This design comes from an exercise in tuning for small area and a short achievable clock period on the open sky130 flow, not from production work.
At most, simulation tests tie the RTL to the original design; equivalence was not proved.
No driver is modelled on the clock port, so clock power and skew are understated where the tree is cut down; a real chip needs a root buffer or a tree.
Power figures rest on the tool's default switching activity, not on a simulated workload.

==> trial 34: inputs <==
## module_64_8
module module_64_8
#(parameter width = 64, parameter depth = 8)
(
    input   clk,
    input   reset_n,
    input   strobe_in,
    input   [width-1:0] input_data,
    input   req_data,
    output  ready,
    output  data_end,
    output  strobe_out,
    output  [7:0] data_out,
    output  [$clog2(depth)-1:0] write_counter
);
localparam aw = $clog2(depth);
reg [width-1:0] mem [depth-1:0];
reg [depth-1:0] rd_ptr;
reg [depth-1:0] rd_sel;
reg [depth-1:0] wr_en;
reg [aw:0] count;
reg        empty;
wire full = count[aw];
wire write = strobe_in && !full;
wire remove;
wire load;
wire [depth-1:0] wr_ptr   = full ? rd_ptr : wr_en;
wire [depth-1:0] wr_ptr_w = {wr_ptr[depth-2:0], wr_ptr[depth-1]};
wire [aw:0] count_w  = remove ? count : count + 1'b1;
wire [aw:0] count_nw = remove ? count - 1'b1 : count;
wire        full_w   = (count_w == depth);
wire        full_nw  = (count_nw == depth);
wire        empty_nw = (count_nw == 0);
assign write_counter = count[aw-1:0];
assign ready = empty;
always @(posedge clk)
begin
  ...
==> module module_64_8, before the edit <==
module module_64_8
#(parameter width = 64, parameter depth = 8)
(
    input   clk,
    input   reset_n,
    input   strobe_in,
    input   [width-1:0] input_data,
    input   req_data,
    output  ready,
    output  data_end,
    output  strobe_out,
    output  [7:0] data_out,
    output  [$clog2(depth)-1:0] write_counter
);
localparam aw = $clog2(depth);
reg [width-1:0] mem [depth-1:0];
reg [depth-1:0] rd_ptr;
reg [depth-1:0] rd_sel;
reg [depth-1:0] wr_en;
reg [aw:0] count;
reg        empty;
wire full = count[aw];
wire write = strobe_in && !full;
wire remove;
wire load;
wire [depth-1:0] wr_ptr   = full ? rd_ptr : wr_en;
wire [depth-1:0] wr_ptr_w = {wr_ptr[depth-2:0], wr_ptr[depth-1]};
wire [aw:0] count_w  = remove ? count : count + 1'b1;
wire [aw:0] count_nw = remove ? count - 1'b1 : count;
wire        full_w   = (count_w == depth);
wire        full_nw  = (count_nw == depth);
wire        empty_nw = (count_nw == 0);
assign write_counter = count[aw-1:0];
assign ready = empty;
always @(posedge clk)
begin
    if (!reset_n)
    begin
        count <= 0;
        empty <= 1'b1;
        wr_en <= 1;
    end
    else if (write)
    begin
        count <= count_w;
        empty <= 1'b0;
        wr_en <= full_w ? {depth{1'b0}} : wr_ptr_w;
    end
    else
    begin
        count <= count_nw;
        empty <= empty_nw;
        wr_en <= full_nw ? {depth{1'b0}} : wr_ptr;
    end
end
always @(posedge clk)
begin
    if (!reset_n)
    begin
        rd_ptr <= 1;
        rd_sel <= 0;
    end
    else
    begin
        if (load)
            rd_ptr <= {rd_ptr[depth-2:0], rd_ptr[depth-1]};
        rd_sel <= remove ? rd_ptr : {depth{1'b0}};
    end
end
integer i;
always @(posedge clk)
begin
    for (i = 0; i < depth; i = i + 1)
        if (wr_en[i])
            mem[i] <= input_data;
end
reg [width-1:0] rd_data;
always @*
begin
    rd_data = 0;
    for (i = 0; i < depth; i = i + 1)
        rd_data = rd_data | ({width{rd_sel[i]}} & mem[i]);
end
FSM_out FSM_out_1
(
    .clk        (clk),
    .reset_n    (reset_n),
    .req        (req_data),
    .fifo_empty (empty),
    .fifo_data  (rd_data),
    .remove     (remove),
    .load       (load),
    .strobe_out (strobe_out),
    .data_end   (data_end),
    .data_out   (data_out)
);
endmodule
==> flow/config.mk <==
export PLATFORM = sky130hd
export DESIGN_NAME = module_64_8
export DESIGN_NICKNAME = module_64_8
export VERILOG_FILES = /design/flow/design.v
export SDC_FILE = /design/flow/constraint.sdc
export NUM_CORES = 4
export LEC_CHECK = 0
export CAP_MARGIN = 20
export CORE_MARGIN = 2
export CORE_UTILIZATION = 60
export SETUP_SLACK_MARGIN = 3.2
export SLEW_MARGIN = 20
==> flow/constraint.sdc <==
create_clock -name core_clock -period 5.0 [get_ports {clk}]
set_input_delay 1.0000 -clock core_clock [delete_from_list [all_inputs] [get_ports {clk}]]
set_output_delay 1.0000 -clock core_clock [all_outputs]
set_load 0.01 [all_outputs]
standard.sh (not shown) runs the stock make flow with config.mk's settings and CLKGATE_MAP_FILE= SYNTH_SCRIPT=/design/flow/synth_recipe.tcl, a recipe that flattens the netlist after the stock synthesis.
==> flow/flow/run.sh <==
#!/bin/bash
# The standard ORFS layout with these changes:
# - synthesis maps the logic with an area-oriented ABC script (flow/abc_area.script);
#   everything else in synthesis is the standard synthesis, so the registers are
#   the same cells with the same names;
# - the port buffers are buf_1 cells (instead of the delay cells buffer_ports picks),
#   and timing repair is free to change a cell's footprint;
# - a clock tree of about 30 flip-flops per leaf buffer, whose top is reshaped after
#   CTS (flow/clock_top.tcl) so the clock port drives four first-level buffers.
set -euo pipefail
W=$(pwd)
# ORFS's synth.tcl, with its ABC script replaced by flow/abc_area.script
sed '/^source \$::env(SCRIPTS_DIR)\/synth_preamble.tcl/a set abc_args [lreplace $abc_args 1 1 $::env(MY_ABC_SCRIPT)]\nputs "ABC script: $::env(MY_ABC_SCRIPT)"' \
  "$FLOW_HOME/scripts/synth.tcl" > "$W/area_synth.tcl"
grep -q MY_ABC_SCRIPT "$W/area_synth.tcl"
# The standard flow's synthesis script, sourcing that copy
sed "s#source \$::env(SCRIPTS_DIR)/synth.tcl#source $W/area_synth.tcl#" synth_recipe.tcl > "$W/area_synth_recipe.tcl"
grep -q area_synth.tcl "$W/area_synth_recipe.tcl"
export MY_ABC_SCRIPT="$W/flow/abc_area.script"
bash standard.sh "SYNTH_SCRIPT=$W/area_synth_recipe.tcl" MATCH_CELL_FOOTPRINT=0 \
  "BUFFER_PORTS_ARGS=-buffer_cell sky130_fd_sc_hd__buf_1" \
  "CTS_ARGS=-sink_clustering_enable -repair_clock_nets -buf_list {sky130_fd_sc_hd__clkbuf_16} -sink_clustering_size 30 -sink_clustering_max_diameter 80 -dont_use_dummy_load" \
  "POST_CTS_TCL=$W/flow/clock_top.tcl" \
  finish > standard_flow.log 2>&1
==> flow/flow/abc_area.script <==
&get -n
&st
&dch
&nf -R 0
&put
topo
stime -c
==> flow/flow/clock_top.tcl <==
set block [ord::get_db_block]
set clk_net [[$block findBTerm clk] getNet]

proc loads_of {net drv} {
  set loads {}
  foreach it [$net getITerms] {
    if {[$it getInst] ne $drv} { lappend loads $it }
  }
  return $loads
}
proc out_net_of {inst} {
  foreach it [$inst getITerms] {
    if {[$it isOutputSignal]} { return [$it getNet] }
  }
  return {}
}

set roots {}
foreach it [$clk_net getITerms] { lappend roots [$it getInst] }
if {[llength $roots] != 1} {
  puts "clock_top: clock port drives [llength $roots] cells, leaving the tree as it is"
  return
}
set root [lindex $roots 0]
set root_net [out_net_of $root]
set level1 [loads_of $root_net $root]
if {[llength $level1] > 4 || [llength [$root_net getBTerms]] > 0} {
  puts "clock_top: root drives [llength $level1] pins, leaving the tree as it is"
  return
}
puts "clock_top: removing root [$root getName], clock port now drives [llength $level1] pins"
foreach it $level1 { $it disconnect }
foreach it [$root getITerms] { $it disconnect }
odb::dbInst_destroy $root
odb::dbNet_destroy $root_net
foreach it $level1 { $it connect $clk_net }

# split first-level buffers while the clock port has room
set n_clk [llength $level1]
set k 0
foreach it $level1 {
  if {$n_clk >= 4} { break }
  set buf [$it getInst]
  set net [out_net_of $buf]
  set loads [loads_of $net $buf]
  if {[llength $loads] < 4} { continue }
  # positions of the loads
  set pts {}
  set xs {}
  set ys {}
  foreach l $loads {
    set b [[$l getInst] getBBox]
    set x [expr {([$b xMin] + [$b xMax]) / 2}]
    set y [expr {([$b yMin] + [$b yMax]) / 2}]
    lappend pts [list $l $x $y]
    lappend xs $x
    lappend ys $y
  }
  set dx [expr {[tcl::mathfunc::max {*}$xs] - [tcl::mathfunc::min {*}$xs]}]
  set dy [expr {[tcl::mathfunc::max {*}$ys] - [tcl::mathfunc::min {*}$ys]}]
  set idx [expr {$dx >= $dy ? 1 : 2}]
  set pts [lsort -integer -index $idx $pts]
  set half [expr {[llength $pts] / 2}]
  set keep [lrange $pts 0 [expr {$half - 1}]]
  set move [lrange $pts $half end]
  set master [$buf getMaster]
  set nb [odb::dbInst_create $block $master "clkbuf_split_${k}_clk"]
  set nn [odb::dbNet_create $block "clknet_split_${k}_clk"]
  $nn setSigType CLOCK
  foreach p $move {
    set l [lindex $p 0]
    $l disconnect
    $l connect $nn
  }
  # place each buffer at the centre of its loads
  foreach {b group} [list $buf $keep $nb $move] {
    set sx 0
    set sy 0
    foreach p $group {
      incr sx [lindex $p 1]
      incr sy [lindex $p 2]
    }
    set n [llength $group]
    $b setLocation [expr {$sx / $n}] [expr {$sy / $n}]
    $b setPlacementStatus PLACED
  }
  [$nb findITerm A] connect $clk_net
  [$nb findITerm X] connect $nn
  puts "clock_top: split [$buf getName]: [llength $keep] loads kept, [llength $move] moved to [$nb getName]"
  incr n_clk
  incr k
}
global_connect
detailed_placement
check_placement -verbose
==> trial 22 (differences from trial 34) <==
--- a/flow/design.v
+++ b/flow/design.v
@@ -90,2 +90,3 @@
 reg        empty;
+reg        count_is7;
 wire full = count[aw];
@@ -98,5 +99,7 @@
 wire [aw:0] count_nw = remove ? count - 1'b1 : count;
-wire        full_w   = (count_w == depth);
 wire        full_nw  = (count_nw == depth);
 wire        empty_nw = (count_nw == 0);
+wire        count_is6 = (count == depth - 2);
+wire        is7_w    = remove ? count_is7 : count_is6;
+wire        is7_nw   = remove ? full : count_is7;
 assign write_counter = count[aw-1:0];
@@ -109,2 +112,3 @@
         empty <= 1'b1;
+        count_is7 <= 1'b0;
         wr_en <= 1;
@@ -115,3 +119,4 @@
         empty <= 1'b0;
-        wr_en <= full_w ? {depth{1'b0}} : wr_ptr_w;
+        count_is7 <= is7_w;
+        wr_en <= (count_is7 && !remove) ? {depth{1'b0}} : wr_ptr_w;
     end
@@ -121,2 +126,3 @@
         empty <= empty_nw;
+        count_is7 <= is7_nw;
         wr_en <= full_nw ? {depth{1'b0}} : wr_ptr;
==> flow/flow/run.sh (replaced) <==
#!/bin/bash
# The standard ORFS layout, with the port buffers made of buf_1 cells (instead of the
# delay cells buffer_ports picks by default), timing repair free to change a cell's
# footprint, a clock tree of about 20 flip-flops per leaf buffer, and the top of the
# clock tree reshaped after CTS (flow/clock_top.tcl).
set -euo pipefail
W=$(pwd)
bash standard.sh MATCH_CELL_FOOTPRINT=0 \
  "BUFFER_PORTS_ARGS=-buffer_cell sky130_fd_sc_hd__buf_1" \
  "CTS_ARGS=-sink_clustering_enable -repair_clock_nets -buf_list {sky130_fd_sc_hd__clkbuf_16} -sink_clustering_size 20 -sink_clustering_max_diameter 60 -dont_use_dummy_load" \
  "POST_CTS_TCL=$W/flow/clock_top.tcl" \
  finish > standard_flow.log 2>&1
--- a/flow/flow/clock_top.tcl
+++ b/flow/flow/clock_top.tcl
@@ -92,2 +92,47 @@
 }
+# Make every buffer of the tree (two levels: first level and leaves) an inverter:
+# two inversions on every path keep the flip-flops' clock polarity, and an inverter
+# is one stage where a buffer is two.
+set inv_master [[ord::get_db] findMaster sky130_fd_sc_hd__clkinv_16]
+set leaf_master [[ord::get_db] findMaster sky130_fd_sc_hd__clkinv_8]
+set tree {}
+foreach it [$clk_net getITerms] { lappend tree [$it getInst] }
+set level1 $tree
+foreach b $level1 {
+  foreach it [loads_of [out_net_of $b] $b] { lappend tree [$it getInst] }
+}
+set n_inv 0
+set all_bufs 1
+foreach b $tree {
+  if {![string match "sky130_fd_sc_hd__clkbuf_*" [[$b getMaster] getName]]} { set all_bufs 0 }
+}
+# every path must go through exactly two tree cells
+foreach b $level1 {
+  foreach it [loads_of [out_net_of $b] $b] {
+    set leaf [$it getInst]
+    foreach it2 [loads_of [out_net_of $leaf] $leaf] {
+      if {[string match "sky130_fd_sc_hd__clkbuf_*" [[[$it2 getInst] getMaster] getName]]} { set all_bufs 0 }
+    }
+  }
+}
+if {$all_bufs} {
+  foreach b $tree {
+    set in_net [[$b findITerm A] getNet]
+    set out_net [out_net_of $b]
+    set loc [$b getLocation]
+    set name [$b getName]
+    foreach it [$b getITerms] { $it disconnect }
+    odb::dbInst_destroy $b
+    set m [expr {[lsearch -exact $level1 $b] >= 0 ? $inv_master : $leaf_master}]
+    set inv [odb::dbInst_create $block $m $name]
+    $inv setLocation [lindex $loc 0] [lindex $loc 1]
+    $inv setPlacementStatus PLACED
+    [$inv findITerm A] connect $in_net
+    [$inv findITerm Y] connect $out_net
+    incr n_inv
+  }
+  puts "clock_top: made $n_inv clock tree cells inverters"
+} else {
+  puts "clock_top: the tree is not two levels of buffers, leaving its cells as they are"
+}
 global_connect
Settings changed: SETUP_SLACK_MARGIN 3.2 to 3.4.
removed: flow/flow/abc_area.script
==> build 68 (differences from trial 34) <==
==> flow/flow/abc_area.script (replaced) <==
&get -n
&st
&dch
&nf -R 1000
&put
topo
stime -c
==> comparison <==
Clock power, highest first: build 68, trial 34, trial 22.
Trial 34 passed the timing, design-rule and antenna checks. Build 68 passed the timing, design-rule and antenna checks. Trial 22 completed with no timing, DRC or antenna violations.
Against trial 22, the total power of trial 34 is higher by 6.4%.
In trial 22 the utilization is higher than in build 68, by 0.064 points.
Worst setup slack: trial 34 > trial 22 > build 68.
The RTL of trial 22 was laid out without a check of its function. The clock cells of trial 22 come from the design's own scripts or RTL, not from TritonCTS.

re-timing with driven ports:
In the flow no input, the clock included, has a driving cell. The finished layouts below were timed again as built, in two steps. Step 1: set_driving_cell puts a clkbuf_16 on clk and a buf_2 on each other input, an assumption about the parent block. Step 2, shift: input delay + t, output delay - t, t = (earliest + latest rising clock arrival at the registers) / 2. This alone moves slack from input paths to output paths. Slacks: ideal ports / drivers / drivers and shift; pairs: ideal ports / drivers.
run | shift t [ns] | setup slack, ns | clock arrival spread, ns | slew at the worst register clock pin (ns)
trial 34 | 0.457 | 3.163 / 3.052 / 3.010 | 0.037 / 0.036 | 0.11 / 0.11
trial 22 | 0.461 | 3.135 / 2.925 / 2.892 | 0.037 / 0.037 | 0.08 / 0.09
build 68 | 0.453 | 3.055 / 3.046 / 2.878 | 0.050 / 0.050 | 0.11 / 0.11
After both steps setup and hold are still met in every run listed. For trial 22, which loses most, drivers alone change the setup slack by -0.210 ns; drivers and shift together by -0.243 ns.
